This design comes from an exercise in tuning for small area and a short achievable clock period on the open sky130 flow, not from production work. RTL that was checked went through simulation tests only; none was proved equivalent to the original. Power is estimated from default activity; no workload was simulated.

Setup of lagoon:
## mac_array
module mac_array (
    input  clk,
    input  rst_n,
    input  [3:0] enable,
    input  [3:0] clear_acc,
    input  [31:0] input_data,
    input  [31:0] weight,
    output [63:0] mac_out,
    output [63:0] activated_out,
    output [3:0] valid,
    output [3:0] overflow
);
Size: ~1,600 cells after synthesis, roughly 210 I/O pins, ~16,000 sq um of cells after synthesis.
clock: 8.5 ns
lec_check: 0
cap_margin: 20
core_margin: 2
core_utilization: 65
cts_buf_list: sky130_fd_sc_hd__clkbuf_4 sky130_fd_sc_hd__clkbuf_8
place_density: 0.75
setup_slack_margin: 4.0
slew_margin: 20
synth_hierarchical: 1
standard.sh (not shown) runs the stock make flow with config.mk's settings and CLKGATE_MAP_FILE= SYNTH_SCRIPT=/design/flow/synth_recipe.tcl, a recipe that flattens the netlist after the stock synthesis.
==> flow/flow/run.sh <==
#!/bin/bash
# Layout flow: the standard ORFS flow with two changes.
#  1. Synthesis extracts full/half adder cells only inside the carry-save
#     cells (csa_fa, csa_ha); the other adders are left to ABC, so their
#     carry chains are not built from slow full-adder cells.  Registers are
#     untouched, so they match the standard synthesis.
#  2. The port buffers use the smallest buffer cell; timing repair upsizes
#     the ones on critical paths.
set -euo pipefail
HERE=$PWD
sed 's/^\(  extract_fa {\*}\[dont_use_extract_fa_args\]\)$/\1 csa_fa csa_ha/' \
  "$FLOW_HOME/scripts/synth.tcl" > "$HERE/synth_sel.tcl"
grep -q 'dont_use_extract_fa_args\] csa_fa csa_ha' "$HERE/synth_sel.tcl"
sed "s#^source \$::env(SCRIPTS_DIR)/synth.tcl\$#source $HERE/synth_sel.tcl#" \
  "$HERE/synth_recipe.tcl" > "$HERE/synth_recipe_sel.tcl"
grep -q "source $HERE/synth_sel.tcl" "$HERE/synth_recipe_sel.tcl"
export BUFFER_PORTS_ARGS="-buffer_cell sky130_fd_sc_hd__buf_1"
bash standard.sh SYNTH_SCRIPT="$HERE/synth_recipe_sel.tcl" finish > standard.log 2>&1
Relative to lagoon, the following input files were edited for quartz:
- PLACE_DENSITY removed (was 0.75)
- CORE_UTILIZATION changed from 65 to 40
- SETUP_SLACK_MARGIN changed from 4.0 to 4.3
--- outcome ---
Power ended up about 5.5% higher on quartz than on lagoon. Diff lagoon -> quartz: number of buffers and inverters on the critical path saw a decrease, switching power of the nets up about 2%.
Here is what was changed in the inputs of pepper compared with quartz.
- changing SETUP_SLACK_MARGIN from 4.3 to 3.0
- removing CTS_BUF_LIST (formerly sky130_fd_sc_hd__clkbuf_4 sky130_fd_sc_hd__clkbuf_8)
==> flow/flow/run.sh <==
#!/bin/bash
# Standard layout, with the port buffers made from the smallest buffer cell
# instead of the resizer's default pick; timing repair upsizes them as needed.
cp standard.sh standard_sh.txt
export BUFFER_PORTS_ARGS="-buffer_cell sky130_fd_sc_hd__buf_1"
bash standard.sh > standard.log 2>&1
--- outcome ---
- Diff quartz -> pepper | post-CTS setup-driven buffer insertion count | decrease of 57
- Static leakage (pepper vs. quartz) decreases by a few percent
- Final worst-path setup slack deteriorates in pepper relative to quartz.
- Taking quartz as 1.0, pepper lands at 0.74 on internal power consumption.
- Relative to quartz, pepper degrades shortest clock period the worst path allows after layout.
Changes in delta relative to pepper:
- an added CTS_BUF_LIST of sky130_fd_sc_hd__clkbuf_4 sky130_fd_sc_hd__clkbuf_8
- a change of SETUP_SLACK_MARGIN from 3.0 to 4.0
==> flow/flow/run.sh <==
#!/bin/bash
# Layout flow: the standard ORFS flow with two changes.
#  1. Synthesis extracts full/half adder cells only inside the carry-save
#     cells (csa_fa, csa_ha); the other adders are left to ABC, so their
#     carry chains are not built from slow full-adder cells.  Registers are
#     untouched, so they match the standard synthesis.
#  2. The port buffers use the smallest buffer cell; timing repair upsizes
#     the ones on critical paths.
set -euo pipefail
HERE=$PWD
sed 's/^\(  extract_fa {\*}\[dont_use_extract_fa_args\]\)$/\1 csa_fa csa_ha/' \
  "$FLOW_HOME/scripts/synth.tcl" > "$HERE/synth_sel.tcl"
grep -q 'dont_use_extract_fa_args\] csa_fa csa_ha' "$HERE/synth_sel.tcl"
sed "s#^source \$::env(SCRIPTS_DIR)/synth.tcl\$#source $HERE/synth_sel.tcl#" \
  "$HERE/synth_recipe.tcl" > "$HERE/synth_recipe_sel.tcl"
grep -q "source $HERE/synth_sel.tcl" "$HERE/synth_recipe_sel.tcl"
export BUFFER_PORTS_ARGS="-buffer_cell sky130_fd_sc_hd__buf_1"
bash standard.sh SYNTH_SCRIPT="$HERE/synth_recipe_sel.tcl" RECOVER_POWER=100 finish > standard.log 2>&1
==> run summary <==
- In delta the implementation ran to completion but is not tape-out ready, as the final checks report max-capacitance violations, max-slew violations.
- In the flow results for pepper and delta, the worst setup slack is larger on pepper.
- The core of delta is more densely filled than that of pepper.
- Summary: cell-internal power, delta worse than pepper


Another version of the RTL of mac_array (not shown whole).
Size: roughly 210 I/O pins, roughly 0.015 mm² of cells after synthesis.
## mac_array
module mac_array (
    input  clk,
    input  rst_n,
    input  [3:0] enable,
    input  [3:0] clear_acc,
    input  [31:0] input_data,
    input  [31:0] weight,
    output [63:0] mac_out,
    output [63:0] activated_out,
    output [3:0] valid,
    output [3:0] overflow
);
Settings: LEC_CHECK=0, CAP_MARGIN=20, CORE_MARGIN=2, CORE_UTILIZATION=40, CTS_BUF_LIST=sky130_fd_sc_hd__clkbuf_4 sky130_fd_sc_hd__clkbuf_8, SETUP_SLACK_MARGIN=4.2, SLEW_MARGIN=20, SYNTH_HIERARCHICAL=1; clock period 8.5 ns.
==> flow/flow/run.sh <==
#!/bin/bash
# Layout flow: the standard ORFS flow with two changes.
#  1. Synthesis extracts full/half adder cells only inside the carry-save
#     cells (csa_fa, csa_ha); the other adders are left to ABC, so their
#     carry chains are not built from slow full-adder cells.  Registers are
#     untouched, so they match the standard synthesis.
#  2. The port buffers use the smallest buffer cell; timing repair upsizes
#     the ones on critical paths.
set -euo pipefail
HERE=$PWD
sed 's/^\(  extract_fa {\*}\[dont_use_extract_fa_args\]\)$/\1 csa_fa csa_ha/' \
  "$FLOW_HOME/scripts/synth.tcl" > "$HERE/synth_sel.tcl"
grep -q 'dont_use_extract_fa_args\] csa_fa csa_ha' "$HERE/synth_sel.tcl"
sed "s#^source \$::env(SCRIPTS_DIR)/synth.tcl\$#source $HERE/synth_sel.tcl#" \
  "$HERE/synth_recipe.tcl" > "$HERE/synth_recipe_sel.tcl"
grep -q "source $HERE/synth_sel.tcl" "$HERE/synth_recipe_sel.tcl"
export BUFFER_PORTS_ARGS="-buffer_cell sky130_fd_sc_hd__buf_1"
bash standard.sh SYNTH_SCRIPT="$HERE/synth_recipe_sel.tcl" finish > standard.log 2>&1
Edit:
- SETUP_SLACK_MARGIN: 4.2 -> 3.9
=> Setup slack got worse by 0.086 ns; global-route usage fell by 1.4 points; design area fell by roughly a tenth; count of clock-buffer cells in the layout fell by 2; register-to-register slack got worse by 0.04 ns; total power fell by about a fifth; hold slack is about the same; fmax fell slightly; first-iteration DRC count hardly moves.
Edit:
- SETUP_SLACK_MARGIN: 3.9 -> 3.8
Result: The new run ran to the end with no violations; synthesized area is unchanged; via count shrinks by 1.4%; fmax shrinks by 1.4%; routed wire length shrinks by 2.8%.
Edit:
- CORE_UTILIZATION: 40 -> 50
After rerunning: The new run completed without violations; cell area is lower by 0.44%; die area falls by 20%; sequential cell count stays the same; global-route usage rises by 4.0 points; non-clock buffer count increases by 1; routed wire length drops by about 0.64%; worst hold slack got worse by 0.0034 ns; core utilization rose by 11 points; first-iteration DRC count drops by 12%.


mac_array again, from the RTL that the note above started with.
clock: 8.5 ns
lec_check: 0
cap_margin: 20
core_margin: 2
core_utilization: 40
cts_buf_list: sky130_fd_sc_hd__clkbuf_4 sky130_fd_sc_hd__clkbuf_8
setup_slack_margin: 3.7
slew_margin: 20
synth_hierarchical: 1
Scripts as last shown in full above: flow/flow/run.sh
Rerun with:
--- a/flow/flow/run.sh
+++ b/flow/flow/run.sh
@@ -17 +17 @@
-export BUFFER_PORTS_ARGS="-buffer_cell sky130_fd_sc_hd__buf_1"
+export BUFFER_PORTS_ARGS="-buffer_cell sky130_fd_sc_hd__buf_2"
Outcome: The changed run finished clean; via count grows by 1.0%; design area grows by about 1.8%; area after synthesis is unchanged; non-clock buffer count shrinks by 1; fmax grows by 0.39%; synthesized cell count is unchanged; critical path depth shrinks by 2; global-route usage grows by 0.23 points; utilization grows by 0.81 points; wire length grows by 0.48%.
Rerun with:
--- a/flow/flow/run.sh
+++ b/flow/flow/run.sh
@@ -17 +17 @@
-export BUFFER_PORTS_ARGS="-buffer_cell sky130_fd_sc_hd__buf_2"
+export BUFFER_PORTS_ARGS="-buffer_cell sky130_fd_sc_hd__buf_1"
SETUP_SLACK_MARGIN = 4.0   (was 3.7)
Outcome: The new run went through all stages and came out clean; critical path depth grows by 2; final cell count grows by 2.5%; sequential cell count does not change.


## job 1616
Another version of the RTL of mac_array (not shown whole).
Size in the first run: roughly 170 flip-flops, roughly 210 I/O pins.
==> flow/design.v (excerpt) <==
module mac_array (
    input  clk,
    input  rst_n,
    input  [3:0] enable,
    input  [3:0] clear_acc,
    input  [31:0] input_data,
    input  [31:0] weight,
    output [63:0] mac_out,
    output [63:0] activated_out,
    output [3:0] valid,
    output [3:0] overflow
);
clock: 8.5 ns
lec_check: 0
cap_margin: 20
core_margin: 2
core_utilization: 40
cts_buf_list: sky130_fd_sc_hd__clkbuf_4 sky130_fd_sc_hd__clkbuf_8
setup_slack_margin: 3.7
slew_margin: 20
synth_hierarchical: 1
==> flow/flow/run.sh <==
#!/bin/bash
# Layout flow: the standard ORFS flow with two changes.
#  1. Synthesis extracts full/half adder cells only inside the carry-save
#     cells (csa_fa, csa_ha); the other adders are left to ABC, so their
#     carry chains are not built from slow full-adder cells.  Registers are
#     untouched, so they match the standard synthesis.
#  2. The port buffers use the smallest buffer cell; timing repair upsizes
#     the ones on critical paths.
set -euo pipefail
HERE=$PWD
sed 's/^\(  extract_fa {\*}\[dont_use_extract_fa_args\]\)$/\1 csa_fa csa_ha/' \
  "$FLOW_HOME/scripts/synth.tcl" > "$HERE/synth_sel.tcl"
grep -q 'dont_use_extract_fa_args\] csa_fa csa_ha' "$HERE/synth_sel.tcl"
sed "s#^source \$::env(SCRIPTS_DIR)/synth.tcl\$#source $HERE/synth_sel.tcl#" \
  "$HERE/synth_recipe.tcl" > "$HERE/synth_recipe_sel.tcl"
grep -q "source $HERE/synth_sel.tcl" "$HERE/synth_recipe_sel.tcl"
export BUFFER_PORTS_ARGS="-buffer_cell sky130_fd_sc_hd__buf_1"
bash standard.sh SYNTH_SCRIPT="$HERE/synth_recipe_sel.tcl" finish > standard.log 2>&1
Edits applied to the flow inputs when going from job 1616 to job 450:
# job 1616
export LEC_CHECK = 0
export CAP_MARGIN = 20
export CORE_MARGIN = 2
export CORE_UTILIZATION = 40
export CTS_BUF_LIST = sky130_fd_sc_hd__clkbuf_4 sky130_fd_sc_hd__clkbuf_8
export SETUP_SLACK_MARGIN = 3.7
export SLEW_MARGIN = 20
export SYNTH_HIERARCHICAL = 1
create_clock -name core_clock -period 8.5 [get_ports {clk}]
# job 450
export LEC_CHECK = 0
export CAP_MARGIN = 20
export CORE_MARGIN = 2
export CORE_UTILIZATION = 40
export CTS_BUF_LIST = sky130_fd_sc_hd__clkbuf_4 sky130_fd_sc_hd__clkbuf_8
export SETUP_SLACK_MARGIN = 3.85
export SLEW_MARGIN = 20
export SYNTH_HIERARCHICAL = 1
create_clock -name core_clock -period 8.5 [get_ports {clk}]
==> comparison <==
Job 450 against job 1616: delay contributed by the slowest stage of the critical path has increased, minimum setup slack in the final design has increased, area of the die has remained practically unchanged, number of fill cells in the layout has decreased.
No functional check of the RTL was part of any run of this note.


## before
mac_array, a different RTL version from the one above (not shown whole).
Size in the first run: ~210 I/O pins, about 15000 um2 of cells after synthesis.
export LEC_CHECK = 0
export CAP_MARGIN = 20
export CORE_MARGIN = 2
export CORE_UTILIZATION = 40
export SETUP_SLACK_MARGIN = 3.7
export SLEW_MARGIN = 20
create_clock -name core_clock -period 8.5 [get_ports {clk}]
run.sh (not shown) runs the stock make flow with config.mk's settings and CLKGATE_MAP_FILE= SYNTH_SCRIPT=/design/flow/synth_recipe.tcl, a recipe that flattens the netlist after the stock synthesis.
Stock flow here: none of the scripts above is used.
Relative to before, the following input files were edited for after:
# before
export LEC_CHECK = 0
export CAP_MARGIN = 20
export CORE_MARGIN = 2
export CORE_UTILIZATION = 40
export SETUP_SLACK_MARGIN = 3.7
export SLEW_MARGIN = 20
create_clock -name core_clock -period 8.5 [get_ports {clk}]
# after
export LEC_CHECK = 0
export CAP_MARGIN = 20
export CORE_MARGIN = 2
export CORE_UTILIZATION = 40
export SLEW_MARGIN = 20
create_clock -name core_clock -period 8.5 [get_ports {clk}]
==> run summary <==
Post-route standard cell area excluding fillers sits lower in after than in before.
Comparing after and before, met3 demand-to-capacity share in global routing is higher on before.
Re share of total power in the clock network: after is 1.8 points up on before.
Lower power attributed to the clock group goes to after over before.
Against before, after comes in 1.3 points lower on global routing met1 resource utilization.
Looking at final worst slack across both flows, after is the weaker of the two, with before ahead.
No run of this note included a check of the RTL's function; only the layout flow was run.


Another version of the RTL of mac_array (not shown whole).
Size in the first run: about 1,400 cells after synthesis, roughly 140 flip-flops, roughly 15,000 sq um of cells after synthesis.
// mac_array
module mac_array (
    input  clk,
    input  rst_n,
    input  [3:0] enable,
    input  [3:0] clear_acc,
    input  [31:0] input_data,
    input  [31:0] weight,
    output [63:0] mac_out,
    output [63:0] activated_out,
    output [3:0] valid,
    output [3:0] overflow
);
clock: 8.5 ns
lec_check: 0
cap_margin: 20
core_margin: 2
core_utilization: 40
cts_buf_list: sky130_fd_sc_hd__clkbuf_4 sky130_fd_sc_hd__clkbuf_8
setup_slack_margin: 3.0
slew_margin: 20
synth_hierarchical: 1
standard.sh (not shown) runs the stock make flow with config.mk's settings and CLKGATE_MAP_FILE= SYNTH_SCRIPT=/design/flow/synth_recipe.tcl, a recipe that flattens the netlist after the stock synthesis.
==> flow/flow/run.sh <==
#!/bin/bash
# Standard layout, with the port buffers made from the smallest buffer cell
# instead of the resizer's default pick; timing repair upsizes them as needed.
cp standard.sh standard_sh.txt
export BUFFER_PORTS_ARGS="-buffer_cell sky130_fd_sc_hd__buf_1"
bash standard.sh > standard.log 2>&1
The starting point went through all stages and came out clean.
Rerun with:
==> flow/run.sh (new file) <==
#!/bin/bash
# synth_recipe.tcl (not shown) runs the flow's synth.tcl, then flattens the netlist and writes it again
# the make line also repeats each setting of config.mk as NAME=value (left out here)
make -C /OpenROAD-flow-scripts/flow DESIGN_CONFIG=/design/flow/config.mk WORK_HOME=/design/flow/orfs CLKGATE_MAP_FILE= SYNTH_SCRIPT=/design/flow/synth_recipe.tcl finish
--- a/flow/config.mk
+++ b/flow/config.mk
@@ -9,5 +9,4 @@
 export CORE_MARGIN = 2
 export CORE_UTILIZATION = 40
-export CTS_BUF_LIST = sky130_fd_sc_hd__clkbuf_4 sky130_fd_sc_hd__clkbuf_8
 export SETUP_SLACK_MARGIN = 3.0
 export SLEW_MARGIN = 20
removed: flow/flow/run.sh
removed: flow/standard.sh
Design area came out higher by 10%. Clock skew stays flat. Worst setup slack degrades by 0.12 ns. Routed wire length came out higher by 4.1%. Count of clock-buffer cells in the layout came out higher by 3.
Rerun with:
==> flow/flow/run.sh (new file) <==
#!/bin/bash
# Standard layout, with the port buffers made from the smallest buffer cell
# instead of the resizer's default pick; timing repair upsizes them as needed.
cp standard.sh standard_sh.txt
export BUFFER_PORTS_ARGS="-buffer_cell sky130_fd_sc_hd__buf_1"
bash standard.sh > standard.log 2>&1
==> flow/standard.sh (new file) <==
#!/bin/bash
# synth_recipe.tcl (not shown) runs the flow's synth.tcl, then flattens the netlist and writes it again
# the make line also repeats each setting of config.mk as NAME=value (left out here)
make -C /OpenROAD-flow-scripts/flow DESIGN_CONFIG=/design/flow/config.mk WORK_HOME=/design/flow/orfs CLKGATE_MAP_FILE= SYNTH_SCRIPT=/design/flow/synth_recipe.tcl "${@:-finish}"
removed: flow/run.sh
What happened: The new run completed without violations. Sequential share of layout area went up by 1.7 points. Wire length is lower by 4.1%. Sequential power stays flat. Count of clock-buffer cells in the layout decreases by 3. Via count is higher by 0.37%. Fmax grows by 2.0%.
No run of this note included a check of the RTL's function; only the layout flow was run.

## port drivers added, routing unchanged
The flow's constraints put no driver on any port. The routed layouts listed below were extracted and timed again, unchanged, in two steps.
Step 1: set_driving_cell puts a clkbuf_16 on clk and a buf_2 on each other input, an assumption about the parent block.
Step 2 moves the port delays by t, midway between the first and last clock arrival at a register: inputs arrive t later, outputs are due t later. That takes back most of the time a late clock gives input paths.
Slacks: ideal ports / drivers / drivers and shift; pairs: ideal ports / drivers.
run	t (ns)	setup WS [ns]	worst setup path after step 2	clock arrival spread, ns
lagoon	0.516	3.858 / 3.818 / 3.631	input to register	0.022 / 0.022
quartz	0.526	4.081 / 4.037 / 3.833	input to register	0.015 / 0.015
pepper	0.479	3.225 / 3.179 / 3.527	input to register	0.015 / 0.015
delta	0.536	2.765 / 2.718 / 2.378	input to register	0.016 / 0.016
the first run of note 2	0.518	4.072 / 4.028 / 3.663	input to register	0.014 / 0.013
the second run of note 2	0.528	3.985 / 3.937 / 3.489	input to register	0.022 / 0.021
the third run of note 2	0.526	3.920 / 3.871 / 3.440	input to register	0.017 / 0.017
the fourth run of note 2	0.530	3.950 / 3.901 / 3.479	input to register	0.015 / 0.016
the first run of note 3	0.522	3.863 / 3.822 / 3.361	input to register	0.019 / 0.020
the second run of note 3	0.530	3.882 / 3.834 / 3.369	input to register	0.014 / 0.013
the third run of note 3	0.530	4.047 / 4.052 / 3.532	input to register	0.021 / 0.021
job 1616	0.536	3.861 / 3.815 / 3.393	input to register	0.014 / 0.013
job 450	0.583	3.977 / 3.927 / 3.453	input to register	0.017 / 0.017
before	0.485	3.451 / 3.413 / 2.927	input to register	0.013 / 0.013
after	0.469	1.979 / 1.997 / 1.528	input to register	0.019 / 0.019
the first run of note 6	0.490	3.240 / 3.258 / 2.767	input to register	0.013 / 0.013
the second run of note 6	0.468	3.121 / 3.145 / 2.677	input to register	0.011 / 0.011
the third run of note 6	0.461	3.225 / 3.246 / 2.785	input to register	0.009 / 0.009
